Background: an optimization exercise with open tools, aiming at a short achievable clock period and few clock cycles. Do not read the settings as production practice. Where RTL was checked, it was by simulation tests only, not by an equivalence proof against the original. Power is estimated from default activity; no workload was simulated.

==> 02-25: inputs <==
==> flow/design.v (excerpt) <==
module RV32_CPU_top(
    input CLK100,
    input rst,
    output [9:0] LED,
    input [3:0] PB,
    output [15:2] imem_addr,
    input [31:0] imem_rdata,
    output [15:2] dmem_addr,
    input [31:0] dmem_rdata,
    output dmem_we,
    output [3:0] dmem_be,
    output [31:0] dmem_wdata
);
Settings: LEC_CHECK=0, ABC_CLOCK_PERIOD_IN_PS=4000, CAP_MARGIN=20, CORE_MARGIN=2, CORE_UTILIZATION=40, SLEW_MARGIN=20; clock period 15.0 ns.
standard.sh (not shown) runs the stock make flow with config.mk's settings and CLKGATE_MAP_FILE= SYNTH_SCRIPT=/design/flow/synth_recipe.tcl, a recipe that flattens the netlist after the stock synthesis.
==> flow/flow/run.sh <==
#!/bin/bash
# Own layout flow: the standard synthesis and standard ORFS layout
# (standard.sh), with ORFS's timing repair asked to leave more setup slack
# than the design's 15 ns clock needs. With the 15 ns clock every path has
# slack, so repair_timing would otherwise leave the critical paths as they
# are. The constraints (SDC) are the design's, unchanged.
set -euo pipefail
MARGIN=$(cat flow/setup_margin.txt 2>/dev/null || echo 10)
bash standard.sh synth > flow_synth.log 2>&1
bash standard.sh SETUP_SLACK_MARGIN=$MARGIN finish > flow_layout.log 2>&1
==> flow/flow/setup_margin.txt <==
10
==> inputs of 12-11, as changes to 02-25 <==
--- a/flow/design.v
+++ b/flow/design.v
@@ -11,12 +11,33 @@
     output dmem_we,
     output [3:0] dmem_be,
     output [31:0] dmem_wdata
 );
     wire clk = CLK100;
     wire reset = rst;
+    function automatic [14:0] add14(input [13:0] a, input [13:0] b);
+        reg [13:0] g, p, gg, pp, g2, p2;
+        integer i, d;
+        begin
+            g = a & b;
+            p = a ^ b;
+            gg = g;
+            pp = p;
+            for (d = 1; d < 14; d = d * 2) begin
+                g2 = gg;
+                p2 = pp;
+                for (i = d; i < 14; i = i + 1) begin
+                    g2[i] = gg[i] | (pp[i] & gg[i-d]);
+                    p2[i] = pp[i] & pp[i-d];
+                end
+                gg = g2;
+                pp = p2;
+            end
+            add14 = {gg[13], p ^ {gg[12:0], 1'b0}};
+        end
+    endfunction
     localparam OP_LUI    = 7'b0110111;
     localparam OP_AUIPC  = 7'b0010111;
     localparam OP_JAL    = 7'b1101111;
     localparam OP_JALR   = 7'b1100111;
     localparam OP_BRANCH = 7'b1100011;
     localparam OP_LOAD   = 7'b0000011;
@@ -198,36 +219,26 @@
         if (d_store) d_imm = imm_s;
         else if (d_lui || d_auipc) d_imm = imm_u;
         else d_imm = imm_i;
     end
     wire e_ld = e_valid && e_load;
     wire m_ld = m_wen && m_load;
-    wire fa_haz, fa_jal, fa_branch, fh_haz, fh_jal, fh_branch;
-    wire [14:0] fa_tlo, fh_tlo;
-    wire [31:16] fa_thi, fh_thi;
-    id_fast id_arr (
-        .inst(imem_rdata), .pc(pc_arr),
-        .e_ld(e_ld), .e_rd(e_rd), .m_ld(m_ld), .m_rd(m_rd),
-        .haz(fa_haz), .jal(fa_jal), .branch(fa_branch), .tlo(fa_tlo), .thi_b(fa_thi)
-    );
-    id_fast id_hold (
-        .inst(ir_hold), .pc(pc_hold),
-        .e_ld(e_ld), .e_rd(e_rd), .m_ld(m_ld), .m_rd(m_rd),
-        .haz(fh_haz), .jal(fh_jal), .branch(fh_branch), .tlo(fh_tlo), .thi_b(fh_thi)
-    );
-    wire f_haz = hold ? fh_haz : fa_haz;
-    wire f_jal = hold ? fh_jal : fa_jal;
-    wire f_branch = hold ? fh_branch : fa_branch;
-    wire [14:0] tlo = hold ? fh_tlo : fa_tlo;      
-    wire [31:16] thi_b = hold ? fh_thi : fa_thi;
+    wire haz1 = d_use1 && (d_rs1 != 5'd0) &&
+                ((e_ld && e_rd == d_rs1) || (m_ld && m_rd == d_rs1));
+    wire haz2 = d_use2 && (d_rs2 != 5'd0) &&
+                ((e_ld && e_rd == d_rs2) || (!d_store && m_ld && m_rd == d_rs2));
     wire d_sf2 = d_store && (d_rs2 != 5'd0) && m_ld && m_rd == d_rs2 &&
                  !(e_valid && e_wen && e_rd == d_rs2);
-    wire stall_u = d_valid_u && f_haz;
-    wire stall_d = d_valid && f_haz;
-    wire id_redirect_u = d_valid_u && !stall_u && (f_jal || (f_branch && !d_bp));
-    wire id_redirect   = d_valid && !stall_d && (f_jal || (f_branch && !d_bp));
+    wire stall_u = d_valid_u && (haz1 || haz2);
+    wire stall_d = d_valid && (haz1 || haz2);
+    wire [14:0] tlo_j = add14(d_pc[15:2], imm_j[15:2]);
+    wire [14:0] tlo_b = add14(d_pc[15:2], imm_b[15:2]);
+    wire [14:0] tlo   = d_inst[3] ? tlo_j : tlo_b;      
+    wire [31:16] thi_b = d_inst[3] ? imm_j[31:16] : imm_b[31:16];
+    wire id_redirect_u = d_valid_u && !stall_u && (d_jal || (d_branch && !d_bp));
+    wire id_redirect   = d_valid && !stall_d && (d_jal || (d_branch && !d_bp));
     wire [127:0] d_c1, d_c2;
     regs regs (
         .clk(clk), .reset(reset),
         .rs1_lo(d_rs1[2:0]), .rs2_lo(d_rs2[2:0]),
         .rs1_cand(d_c1), .rs2_cand(d_c2),
         .wb_enable(w_wen), .wb_reg(w_rd), .wb_data(w_data)
@@ -282,13 +293,13 @@
         else if (stall_u || ex_br_nt) pc_next = d_succ;
         else begin
             pc_next = pc_seq;
             use_bp = bp_hit;
         end
     end
-    wire fv_next = !(ex_jalr || ex_bp_nt || ex_br_nt || (id_redirect && f_jal));
+    wire fv_next = !(ex_jalr || ex_bp_nt || ex_br_nt || (id_redirect && d_jal));
     always_ff @(posedge clk) begin
         if (reset) begin
             pc_lo <= 14'b0;
             pc_hi <= 16'b0;
             hi_pend <= 1'b0;
             fv <= 1'b0;
@@ -423,70 +434,12 @@
         w_load <= m_load;
         w_io <= m_addr[31];
         w_f3 <= m_f3;
         w_alo <= m_addr[1:0];
     end
 endmodule
-module id_fast(
-    input  [31:0] inst,
-    input  [31:0] pc,
-    input         e_ld,         
-    input  [4:0]  e_rd,         
-    input         m_ld,         
-    input  [4:0]  m_rd,
-    output        haz,          
-    output        jal,
-    output        branch,
-    output [14:0] tlo,          
-    output [31:16] thi_b        
-);
-    function automatic [14:0] add14(input [13:0] a, input [13:0] b);
-        reg [13:0] g, p, gg, pp, g2, p2;
-        integer i, d;
-        begin
-            g = a & b;
-            p = a ^ b;
-            gg = g;
-            pp = p;
-            for (d = 1; d < 14; d = d * 2) begin
-                g2 = gg;
-                p2 = pp;
-                for (i = d; i < 14; i = i + 1) begin
-                    g2[i] = gg[i] | (pp[i] & gg[i-d]);
-                    p2[i] = pp[i] & pp[i-d];
-                end
-                gg = g2;
-                pp = p2;
-            end
-            add14 = {gg[13], p ^ {gg[12:0], 1'b0}};
-        end
-    endfunction
-    wire [6:0] op  = inst[6:0];
-    wire [4:0] rs1 = inst[19:15];
-    wire [4:0] rs2 = inst[24:20];
-    assign jal    = (op == 7'b1101111);
-    assign branch = (op == 7'b1100011);
-    wire jalr   = (op == 7'b1100111);
-    wire load   = (op == 7'b0000011);
-    wire store  = (op == 7'b0100011);
-    wire opimm  = (op == 7'b0010011);
-    wire opreg  = (op == 7'b0110011);
-    wire use1 = jalr || branch || load || store || opimm || opreg;
-    wire use2 = branch || store || opreg;
-    wire haz1 = use1 && (rs1 != 5'd0) &&
-                ((e_ld && e_rd == rs1) || (m_ld && m_rd == rs1));
-    wire haz2 = use2 && (rs2 != 5'd0) &&
-                ((e_ld && e_rd == rs2) || (!store && m_ld && m_rd == rs2));
-    assign haz = haz1 || haz2;
-    wire [31:0] imm_b = {{20{inst[31]}}, inst[7], inst[30:25], inst[11:8], 1'b0};
-    wire [31:0] imm_j = {{12{inst[31]}}, inst[19:12], inst[20], inst[30:21], 1'b0};
-    wire [14:0] tlo_j = add14(pc[15:2], imm_j[15:2]);
-    wire [14:0] tlo_b = add14(pc[15:2], imm_b[15:2]);
-    assign tlo   = inst[3] ? tlo_j : tlo_b;
-    assign thi_b = inst[3] ? imm_j[31:16] : imm_b[31:16];
-endmodule
 module ALU(
     input  logic [31:0] a,
     input  logic [31:0] b,
     input  logic        sub,       
     input  logic        sel_add,   
     input  logic        sel_slt,
@@ -546,29 +499,26 @@
     input [4:0] wb_reg,
     input [31:0] wb_data,
     output [127:0] rs1_cand,
     output [127:0] rs2_cand
 );
     logic [31:0] registers [31:1];
-    logic [31:1] written;
-    always_ff @(posedge clk) begin
-        if (reset)
-            written <= 31'b0;
-        else if (wb_enable && wb_reg != 5'd0)
-            written[wb_reg] <= 1'b1;
-    end
     always_ff @(posedge clk) begin
-        if (wb_enable && wb_reg != 5'd0)
+        if (reset) begin
+            for (int i = 1; i < 32; i = i + 1)
+                registers[i] <= 32'b0;
+        end else if (wb_enable && wb_reg != 5'd0) begin
             registers[wb_reg] <= wb_data;
+        end
     end
     wire [31:0] rd [0:31];
     assign rd[0] = 32'b0;
     genvar i, g;
     generate
         for (i = 1; i < 32; i = i + 1) begin : rd_g
-            assign rd[i] = written[i] ? registers[i] : 32'b0;
+            assign rd[i] = registers[i];
         end
         for (g = 0; g < 4; g = g + 1) begin : cand_g
             assign rs1_cand[32*g +: 32] = rd[{g[1:0], rs1_lo}];
             assign rs2_cand[32*g +: 32] = rd[{g[1:0], rs2_lo}];
         end
     endgenerate
==> key figures <==
Placement
  – Post-detail-place hpwl: ~420000 µm

Clock network
  – CTS resizes: just over 500
  – Worst-Skew Late Latency: ~910 ps

Cells and area
  – # clk buffers: 374
  – # nets final: 11360
  – Most frequent cells in the layout: edfxtp_1, nand2_1, o22ai_1, dfxtp_1, xnor2_1

Logic synthesis
  – Post-Synth Simple-Gate Area: around 15%
  – EDFF count, synth: ~1500
  – Synth Area in Compound Gates: between 15 and 20%

Global routing
  – Global-route wire length before repair: around 840000 µm
  – Initial antenna violation count: 74

Status
  – Outcome: no timing/DRC/antenna violations

Min path
  – Hold EP: w_alo[0]

STA
  – Slew headroom: between 10% and 20%

Power
  – Total combinational power: around 1100 µW

Floorplanning
  – Die area: 288700 µm²

Setup path
  – CP Cell Sequence: buf_6 > ha_2 > buf_12 > nand4_1 > nor2_4 > nand3_2 > o32ai_1 > nor4b_1 > and4_1 > and4_1 > buf_6 > a222oi_1 > nand4_1 > mux2_4 > o2bb2ai_1
-- figures above: 02-25

==> key figures <==
Status
  – Outcome: no timing/DRC/antenna violations

Placement
  – Post-detail-place hpwl: approximately 350000 µm

Power
  – Total combinational power: 2910 µW

Clock network
  – Worst-Skew Late Latency: ~1000 ps
  – CTS resizes: roughly 550

Logic synthesis
  – Cell taking the most area after synthesis: edfxtp_1
  – Synth Area in Compound Gates: roughly 17%
  – EDFF count, synth: 1488

Floorplanning
  – Die area: 276000 µm²
  – Starting density of the core: approximately two fifths

Min path
  – Hold EP: w_f3[1]

Cells and area
  – # nets final: 10650
  – # clk buffers: 314

Global routing
  – Global-route wire length before repair: around 730000 µm
  – Initial antenna violation count: 50

Setup path
  – CP Cell Sequence: clkdlybuf4s50_1 > mux2_4 > nor3_4 > nand4b_1 > a2111oi_4 > nor2_4 > buf_12 > nand2_8 > nor2_4 > nand2_1 > o31ai_4 > a221oi_1 > or3_1 > a31oi_1

STA
  – Slew headroom: between 15 and 20%
-- figures above: 12-11

Testbench counts of 12-11, summed over its fixed seeds: cycles 202,279.
The RTL of 02-25 was laid out without a check of its function.

separate check: timing with driven ports:
The flow's constraints put no driver on any port. The routed layouts listed below were extracted and timed again, unchanged, in two steps. Step 1 assumes that a clkbuf_16 drives the clock port and a buf_2 every other input. Step 2 moves the port delays by t, midway between the first and last clock arrival at a register: inputs arrive t later, outputs are due t later. That takes back most of the time a late clock gives input paths. a / b / c = ideal / step 1 / step 2; a / b = the first two.
run	t, ns	slack for setup (ns)	latest minus earliest clock arrival (ns)	slew at the worst register clock pin (ns)	cell pins on the clock port's net
02-25	0.986	9.444 / 9.444 / 8.850	0.092 / 0.092	0.07 / 0.07	1
12-11	1.010	9.825 / 9.878 / 8.868	0.129 / 0.129	0.08 / 0.08	1
After both steps setup and hold are still met in every run listed. The setup slack of 12-11, which loses most, moves by +0.053 ns with the drivers and by -0.957 ns with both steps.
